Context: an optimization exercise on an open-source flow, tuned for small area, a short achievable clock period and few clock cycles per item. The choices shown serve that exercise and are no tape-out recipe. Function was checked by simulation only, so behaviour that the tests miss may differ from the original. Power and IR drop assume default switching activity.

// dijkstra_mod
module dijkstra_mod(
    input clk,
    input rst,
    input start,
    input [7:0] src,
    input [7:0] dest,
    output reg path_ready,
    output reg [95:0] path
    );
clock: 20.0 ns
lec_check: 0
cap_margin: 20
core_margin: 2
core_utilization: 30
place_density: 0.75
slew_margin: 20
synth_memory_max_bits: 65536
standard.sh (not shown) runs the stock make flow with config.mk's settings and CLKGATE_MAP_FILE= SYNTH_SCRIPT=/design/flow/synth_recipe.tcl, a recipe that flattens the netlist after the stock synthesis.
==> flow/flow/run.sh <==
#!/bin/bash
# Standard ORFS layout (the standard.sh), with timing repair asked to reach a
# larger setup slack than the clock needs, so the layout runs faster, and the
# smallest buffer cell for the port buffers.  The clock period, SDC and all
# other settings are the standard flow's.
set -euo pipefail
export SETUP_SLACK_MARGIN=15
export BUFFER_PORTS_ARGS="-buffer_cell sky130_fd_sc_hd__buf_1"
bash standard.sh > standard_flow.log 2>&1
The starting point went through all stages and came out clean.
Testbench counts at the start, summed over its fixed seeds: cycles 188, queries 64.
==> next run, changes <==
--- a/flow/config.mk
+++ b/flow/config.mk
@@ -8,6 +8,5 @@
 export CAP_MARGIN = 20
 export CORE_MARGIN = 2
-export CORE_UTILIZATION = 30
-export PLACE_DENSITY = 0.75
+export CORE_UTILIZATION = 40
 export SLEW_MARGIN = 20
 export SYNTH_MEMORY_MAX_BITS = 65536
Outcome:
- setup slack gains 49 ps
- clock skew shrinks by 6.9 ps
- critical path depth decreases by 1
- area after synthesis is unchanged
- final area rose by about 2.4%
- clock power rose by about 13%
==> next run, changes <==
--- a/flow/flow/run.sh
+++ b/flow/flow/run.sh
@@ -5,5 +5,5 @@
 # other settings are the standard flow's.
 set -euo pipefail
-export SETUP_SLACK_MARGIN=15
+export SETUP_SLACK_MARGIN=15.1
 export BUFFER_PORTS_ARGS="-buffer_cell sky130_fd_sc_hd__buf_1"
 bash standard.sh > standard_flow.log 2>&1
--- a/flow/config.mk
+++ b/flow/config.mk
@@ -8,5 +8,5 @@
 export CAP_MARGIN = 20
 export CORE_MARGIN = 2
-export CORE_UTILIZATION = 40
+export CORE_UTILIZATION = 30
 export SLEW_MARGIN = 20
 export SYNTH_MEMORY_MAX_BITS = 65536
Worst hold slack improves by 7.2 ps.
Worst setup slack improves by 97 ps.
Via count went up by a few percent.
Sequential cell count does not change.
Total power came out higher by a few percent.
Cell area came out higher by a little under a tenth.
Critical path depth went down by 1.
Area after synthesis does not change.
==> next run, changes <==
--- a/flow/flow/run.sh
+++ b/flow/flow/run.sh
@@ -5,5 +5,5 @@
 # other settings are the standard flow's.
 set -euo pipefail
-export SETUP_SLACK_MARGIN=15.1
+export SETUP_SLACK_MARGIN=15
 export BUFFER_PORTS_ARGS="-buffer_cell sky130_fd_sc_hd__buf_1"
 bash standard.sh > standard_flow.log 2>&1
--- a/flow/config.mk
+++ b/flow/config.mk
@@ -6,4 +6,5 @@
 export NUM_CORES = 4
 export LEC_CHECK = 0
+export ABC_CLOCK_PERIOD_IN_PS = 4000
 export CAP_MARGIN = 20
 export CORE_MARGIN = 2
What happened: Total power falls by a few percent. Sequential power hardly moves. Routed wire length falls by a little under a tenth. First-iteration DRC count rises slightly. Non-clock buffer count falls by 75.

---

Another version of the RTL of dijkstra_mod (not shown whole).
Size: about 1100 cells after synthesis, roughly 120 flip-flops, roughly 9300 µm² of cells after synthesis.
clock: 20.0 ns
lec_check: 0
cap_margin: 20
core_margin: 2
core_utilization: 30
slew_margin: 20
synth_memory_max_bits: 65536
==> flow/flow/run.sh <==
#!/bin/bash
# Standard ORFS layout (the standard.sh), with timing repair asked to reach a
# larger setup slack than the clock needs, so the layout runs faster, and the
# smallest buffer cell for the port buffers.  The clock period, SDC and all
# other settings are the standard flow's.
set -euo pipefail
export SETUP_SLACK_MARGIN=14.7
export BUFFER_PORTS_ARGS="-buffer_cell sky130_fd_sc_hd__buf_1"
bash standard.sh > standard_flow.log 2>&1
Testbench counts at the start, summed over its fixed seeds: cycles 188, queries 64.
==> next run, changes <==
==> flow/run.sh (new file) <==
#!/bin/bash
# synth_recipe.tcl (not shown) runs the flow's synth.tcl, then flattens the netlist and writes it again
# the make line also repeats each setting of config.mk as NAME=value (left out here)
make -C /OpenROAD-flow-scripts/flow DESIGN_CONFIG=/design/flow/config.mk WORK_HOME=/design/flow/orfs CLKGATE_MAP_FILE= SYNTH_SCRIPT=/design/flow/synth_recipe.tcl finish
removed: flow/flow/run.sh
removed: flow/standard.sh
Effect:
- The new run finished with timing, DRC and antenna clean
- utilization is lower by 0.39 points
- setup slack got worse by 1.6 ns
- sequential share of layout area rises by 0.31 points
- flip-flop and latch count stays the same
- total power goes down slightly
- design area is lower slightly
- wire length came out higher by a few percent
- synthesized area does not change
- combinational power goes down slightly
- maximum frequency decreases by about a fifth
- worst hold slack is worse by 0.0047 ns
==> next run, changes <==
==> flow/flow/run.sh (new file) <==
#!/bin/bash
# Standard ORFS layout (the standard.sh), with timing repair asked to reach a
# larger setup slack than the clock needs, so the layout runs faster, and the
# smallest buffer cell for the port buffers.  The clock period, SDC and all
# other settings are the standard flow's.
set -euo pipefail
export SETUP_SLACK_MARGIN=15.5
export BUFFER_PORTS_ARGS="-buffer_cell sky130_fd_sc_hd__buf_1"
bash standard.sh > standard_flow.log 2>&1
==> flow/standard.sh (new file) <==
#!/bin/bash
# synth_recipe.tcl (not shown) runs the flow's synth.tcl, then flattens the netlist and writes it again
# the make line also repeats each setting of config.mk as NAME=value (left out here)
make -C /OpenROAD-flow-scripts/flow DESIGN_CONFIG=/design/flow/config.mk WORK_HOME=/design/flow/orfs CLKGATE_MAP_FILE= SYNTH_SCRIPT=/design/flow/synth_recipe.tcl "${@:-finish}"
removed: flow/run.sh
After rerunning: Wire length rose by 27%. Final cell count climbs by 15%. Global-route usage increases by 5.7 points. Via count grows by 20%. Design area increases by 34%. Clock-buffer cell count increases by 1.

[what the ideal ports hide]
No port has a modelled driver above. Below, the same layouts with a new extraction and two added sets of constraints.
Step 1 sets driving cells, clkbuf_16 on the clock port and buf_2 on the other inputs (assumed; they add their load-dependent delay and slew).
Step 2, shift: input delay + t, output delay - t, t = (earliest + latest rising clock arrival at the registers) / 2. This alone moves slack from input paths to output paths.
Slacks: ideal / step 1 / step 2; pairs: ideal / step 1.
| run | shift t [ns] | slack for setup (ns) | hold slack, ns | worst setup path after step 2 | worst slew at a driven data input, ns |
|---|---|---|---|---|---|
| the first run of note 1 | 0.456 | 14.862 / 14.873 / 14.417 | 0.437 / 0.437 / 0.437 | input to register | 0.05 |
| the second run of note 1 | 0.465 | 14.911 / 14.933 / 14.468 | 0.436 / 0.436 / 0.436 | input to register | 0.04 |
| the third run of note 1 | 0.479 | 15.007 / 14.956 / 14.726 | 0.443 / 0.443 / 0.443 | input to register | 0.06 |
| the fourth run of note 1 | 0.473 | 14.977 / 14.968 / 14.522 | 0.445 / 0.445 / 0.445 | input to register | 0.04 |
| the first run of note 2 | 0.466 | 14.667 / 14.667 / 14.375 | 0.596 / 0.596 / 0.596 | input to register | 0.04 |
| the second run of note 2 | 0.470 | 13.091 / 13.091 / 13.091 | 0.591 / 0.591 / 0.591 | register to register | 0.04 |
| the third run of note 2 | 0.476 | 14.988 / 14.935 / 14.811 | 0.589 / 0.589 / 0.589 | input to register | 0.06 |
After both steps every run listed still meets setup and hold. The setup slack of the fourth run of note 1, which loses most, moves by -0.009 ns with the drivers and by -0.455 ns with both steps.
